What follows belongs to an exercise in optimizing a design on an open flow for small area; a production flow would make more cautious choices. At most, simulation tests tie the RTL to the original design; equivalence was not proved. The flow treats the clock pin as an ideal source. Dropping or thinning the clock tree relies on that and would not hold on a real chip. Power is estimated from default activity; no workload was simulated.

Setup of delta:
## stopwatch
module stopwatch(
	input clk,
	input rst,
	input pause,
	input sel,
	input adj,
	output [6:0] seg,
	output [3:0] an
);
Size: roughly 270 cells after synthesis, roughly 16 I/O pins, roughly 0.0025 mm2 of cells after synthesis.
==> module debouncer, before the edit <==
module debouncer(
	input clk,
	input btn,
	output reg btn_out,
	output btn_rise
);
localparam [15:0] INV = 16'haaaa;
reg [15:0] sr;
wire [15:0] lfsr = sr ^ INV;
wire z = ~|lfsr[14:0];
wire fb = btn_out | (lfsr[15] ^ lfsr[14] ^ lfsr[12] ^ lfsr[3] ^ z);
always @(posedge clk) begin
	if (!btn) begin
		sr <= INV;
		btn_out <= 1'b0;
	end
	else begin
		sr <= {lfsr[14:0], fb} ^ INV;
		if (lfsr[15] & z)
			btn_out <= 1'b1;
	end
end
assign btn_rise = btn_out & ~lfsr[0];
endmodule
==> module stopwatch, before the edit <==
module stopwatch(
	input clk,
	input rst,
	input pause,
	input sel,
	input adj,
	output [6:0] seg,
	output [3:0] an
);
wire rst_out;
wire pause_out;
wire pause_rise;
debouncer rst_btn(
	.clk(clk),
	.btn(rst),
	.btn_out(rst_out),
	.btn_rise()
);
debouncer pause_btn(
	.clk(clk),
	.btn(pause),
	.btn_out(pause_out),
	.btn_rise(pause_rise)
);
reg is_paused;
always @(posedge clk) begin
	if (rst_out)
		is_paused <= 1'b0;
	else if (pause_rise)
		is_paused <= ~is_paused;
end
wire clk_1hz, clk_2hz, clk_blink, scan_tick;
wire [1:0] scan_idx;
clock_dividers divs(
	.clk_in(clk),
	.rst(rst_out),
	.clk_1hz(clk_1hz),
	.clk_2hz(clk_2hz),
	.clk_blink(clk_blink),
	.scan_tick(scan_tick),
	.scan_idx(scan_idx)
);
wire [3:0] sec_1s, min_1s;
wire [2:0] sec_10s, min_10s;
counter count(
	.rst(rst_out),
	.pause(is_paused),
	.adj(adj),
	.sel(sel),
	.clk_sys(clk),
	.clk(clk_1hz),
	.clk_adj(clk_2hz),
	.sec_1s(sec_1s),
	.sec_10s(sec_10s),
	.min_1s(min_1s),
	.min_10s(min_10s)
);
reg [3:0] shown;
reg [3:0] digit;
always @* begin
	case (scan_idx)
		2'd0: digit = {1'b0, min_10s};
		2'd1: digit = min_1s;
		2'd2: digit = {1'b0, sec_10s};
		default: digit = sec_1s;
	endcase
end
wire blank = adj & ~clk_blink & (sel == scan_idx[1]);
always @(posedge clk) begin
	if (rst_out)
		shown <= 4'd15;
	else if (scan_tick)
		shown <= blank ? 4'd11 : digit;
end
display dec(
	.number(shown),
	.seg(seg)
);
wire on = ~(shown[3] & shown[2]);
assign an[3] = ~(on & (scan_idx == 2'd1));
assign an[2] = ~(on & (scan_idx == 2'd2));
assign an[1] = ~(on & (scan_idx == 2'd3));
assign an[0] = ~(on & (scan_idx == 2'd0));
endmodule
clock: 10.0 ns
lec_check: 0
cap_margin: 20
core_margin: 2
core_utilization: 40
slew_margin: 20
standard.sh (not shown) runs the stock make flow with config.mk's settings and CLKGATE_MAP_FILE= SYNTH_SCRIPT=/design/flow/synth_recipe.tcl, a recipe that flattens the netlist after the stock synthesis.
==> flow/flow/run.sh <==
#!/bin/bash
# Own layout flow: the standard synthesis, then the combinational logic
# re-mapped for area with area-oriented ABC scripts (every register instance
# of the standard synthesis is kept as it is; the smallest of the mappings is
# used, after share_inv.py gives inverted-input gates shared inverters), then
# the standard layout steps with a manual clock tree (see
# pre_cts.tcl) and buf_1 port buffers.
# Each tool's output goes to a log file of its own in the work folder.
set -euo pipefail
WORK=$(pwd)
FLOWDIR=$WORK/flow
RES=$WORK/orfs/results/${FLOW_PLATFORM:-sky130hd}/stopwatch/base
YOSYS=${FLOW_HOME:-/OpenROAD-flow-scripts/flow}/../tools/install/yosys/bin/yosys
[ -x "$YOSYS" ] || YOSYS=yosys

bash standard.sh synth > "$WORK/run_synth.log" 2>&1
cp "$RES/1_2_yosys.v" "$WORK/standard_synth.v"

LIB=${FLOW_HOME:-/OpenROAD-flow-scripts/flow}/platforms/sky130hd/lib/sky130_fd_sc_hd__tt_025C_1v80.lib
for script in "$FLOWDIR"/abc*.script; do
	n=$(basename "$script" .script)
	REMAP_SCRIPT=$script REMAP_OUT=remap_$n "$YOSYS" -c "$FLOWDIR/remap.tcl" > "$WORK/run_remap_$n.log" 2>&1 &
done
wait
best=""
best_area=""
for script in "$FLOWDIR"/abc*.script; do
	n=$(basename "$script" .script)
	[ -f "$WORK/remap_$n.stat" ] && [ -f "$WORK/remap_$n.v" ] || continue
	a=$(awk '/Chip area/ {print $NF}' "$WORK/remap_$n.stat")
	# share the inverters of inverted-input gates, if that still proves equivalent
	s=0
	if saved=$(python3 "$FLOWDIR/share_inv.py" "$LIB" "$WORK/remap_$n.v" "$WORK/remap_${n}_inv.v" 2> "$WORK/run_share_inv_$n.log"); then
		cp "$WORK/remap_$n.v" "$WORK/equiv_a.v"
		cp "$WORK/remap_${n}_inv.v" "$WORK/equiv_b.v"
		if LIB=$LIB "$YOSYS" -c "$FLOWDIR/equiv.tcl" > "$WORK/run_equiv_$n.log" 2>&1; then
			cp "$WORK/remap_${n}_inv.v" "$WORK/remap_$n.v"
			s=$saved
		fi
	fi
	a=$(awk -v a="$a" -v s="$s" 'BEGIN {printf "%.4f", a - s}')
	echo "$n $a (inverter sharing saved $s)" >> "$WORK/remap_areas.txt"
	if [ -z "$best" ] || awk -v a="$a" -v b="$best_area" 'BEGIN {exit !(a < b)}'; then
		best=$n
		best_area=$a
	fi
done
echo "using $best $best_area" >> "$WORK/remap_areas.txt"
cp "$WORK/remap_$best.v" "$RES/1_2_yosys.v"
rm -f "$RES/1_synth.odb" "$RES/1_synth.sdc"
bash standard.sh \
	"PRE_CTS_TCL=$FLOWDIR/pre_cts.tcl" \
	"BUFFER_PORTS_ARGS=-buffer_cell sky130_fd_sc_hd__buf_1" \
	finish > "$WORK/run_layout.log" 2>&1
Other scripts of this flow, unchanged in this note and not shown: flow/flow/abc1.script, flow/flow/abc2.script, flow/flow/abc3.script, flow/flow/abc4.script, flow/flow/abc_ds1.script, flow/flow/abc_ds2.script, flow/flow/abc_ds3.script, flow/flow/equiv.tcl, flow/flow/manual_cts.tcl, flow/flow/pre_cts.tcl, flow/flow/remap.tcl, flow/flow/share_inv.py
delta: all stages complete, timing, DRC and antenna checks passed
Relative to delta, the following input files were edited for xenon:
--- a/flow/design.v
+++ b/flow/design.v
@@ -55,7 +55,9 @@
 assign scan_tick = scan & c0_zero;
 assign scan_idx = r;
 endmodule
-module debouncer(
+module debouncer #(
+	parameter RISE = 1   
+) (
 	input clk,
 	input btn,
 	output reg btn_out,
@@ -65,7 +67,7 @@
 reg [15:0] sr;
 wire [15:0] lfsr = sr ^ INV;
 wire z = ~|lfsr[14:0];
-wire fb = btn_out | (lfsr[15] ^ lfsr[14] ^ lfsr[12] ^ lfsr[3] ^ z);
+wire fb = (RISE & btn_out) | (lfsr[15] ^ lfsr[14] ^ lfsr[12] ^ lfsr[3] ^ z);
 always @(posedge clk) begin
 	if (!btn) begin
 		sr <= INV;
@@ -154,7 +156,7 @@
 wire rst_out;
 wire pause_out;
 wire pause_rise;
-debouncer rst_btn(
+debouncer #(.RISE(0)) rst_btn(
 	.clk(clk),
 	.btn(rst),
 	.btn_out(rst_out),
Notes after the runs:
- xenon vs delta — synthesized cell count climbed by a few percent
- Between delta and xenon, the flow reports number of vias per cell increasing slightly.
- The overall power of the completed layout of xenon was superior to that of delta.
- Sequential fraction of total cell area across xenon and delta: no real change.
- Taking delta as the reference point, the reported net switching power of xenon falls by about 6%.
- Logic gate share of total power in xenon is 0.9 points below delta.
- Between xenon and delta, the difference in register clock-pin slew on the reported worst setup and hold paths is negligible.
- Highest attainable clock frequency, xenon and delta: smaller value in delta
No functional check of the RTL was part of xenon. No run of this note takes its clock network from TritonCTS; it comes from the design's own scripts or RTL.

## static timing again, ports no longer ideal
How much do the figures lean on ideal ports? The routed layouts below were timed once more, with nothing changed but the port constraints.
Step 1 sets driving cells, clkbuf_16 on the clock port and buf_2 on the other inputs (assumed; they add their load-dependent delay and slew).
Step 2 adds t to the input delays and takes it off the output delays; t is the mean of the earliest and latest rising clock arrival at the registers after step 1. Input paths then give back, and output paths get back, about the clock's delay inside the block.
Three values: ideal ports, drivers, drivers and shift; two values: the first two.
run	t, ns	setup slack, ns	worst setup path at the end	worst data-port slew with drivers (ns)
delta	0.211	6.582 / 6.530 / 6.603	input to register	0.03
xenon	0.213	6.599 / 6.543 / 6.585	input to register	0.03
After both steps every run listed still meets setup and hold. For xenon, which loses most, drivers alone change the setup slack by -0.056 ns; drivers and shift together by -0.014 ns.
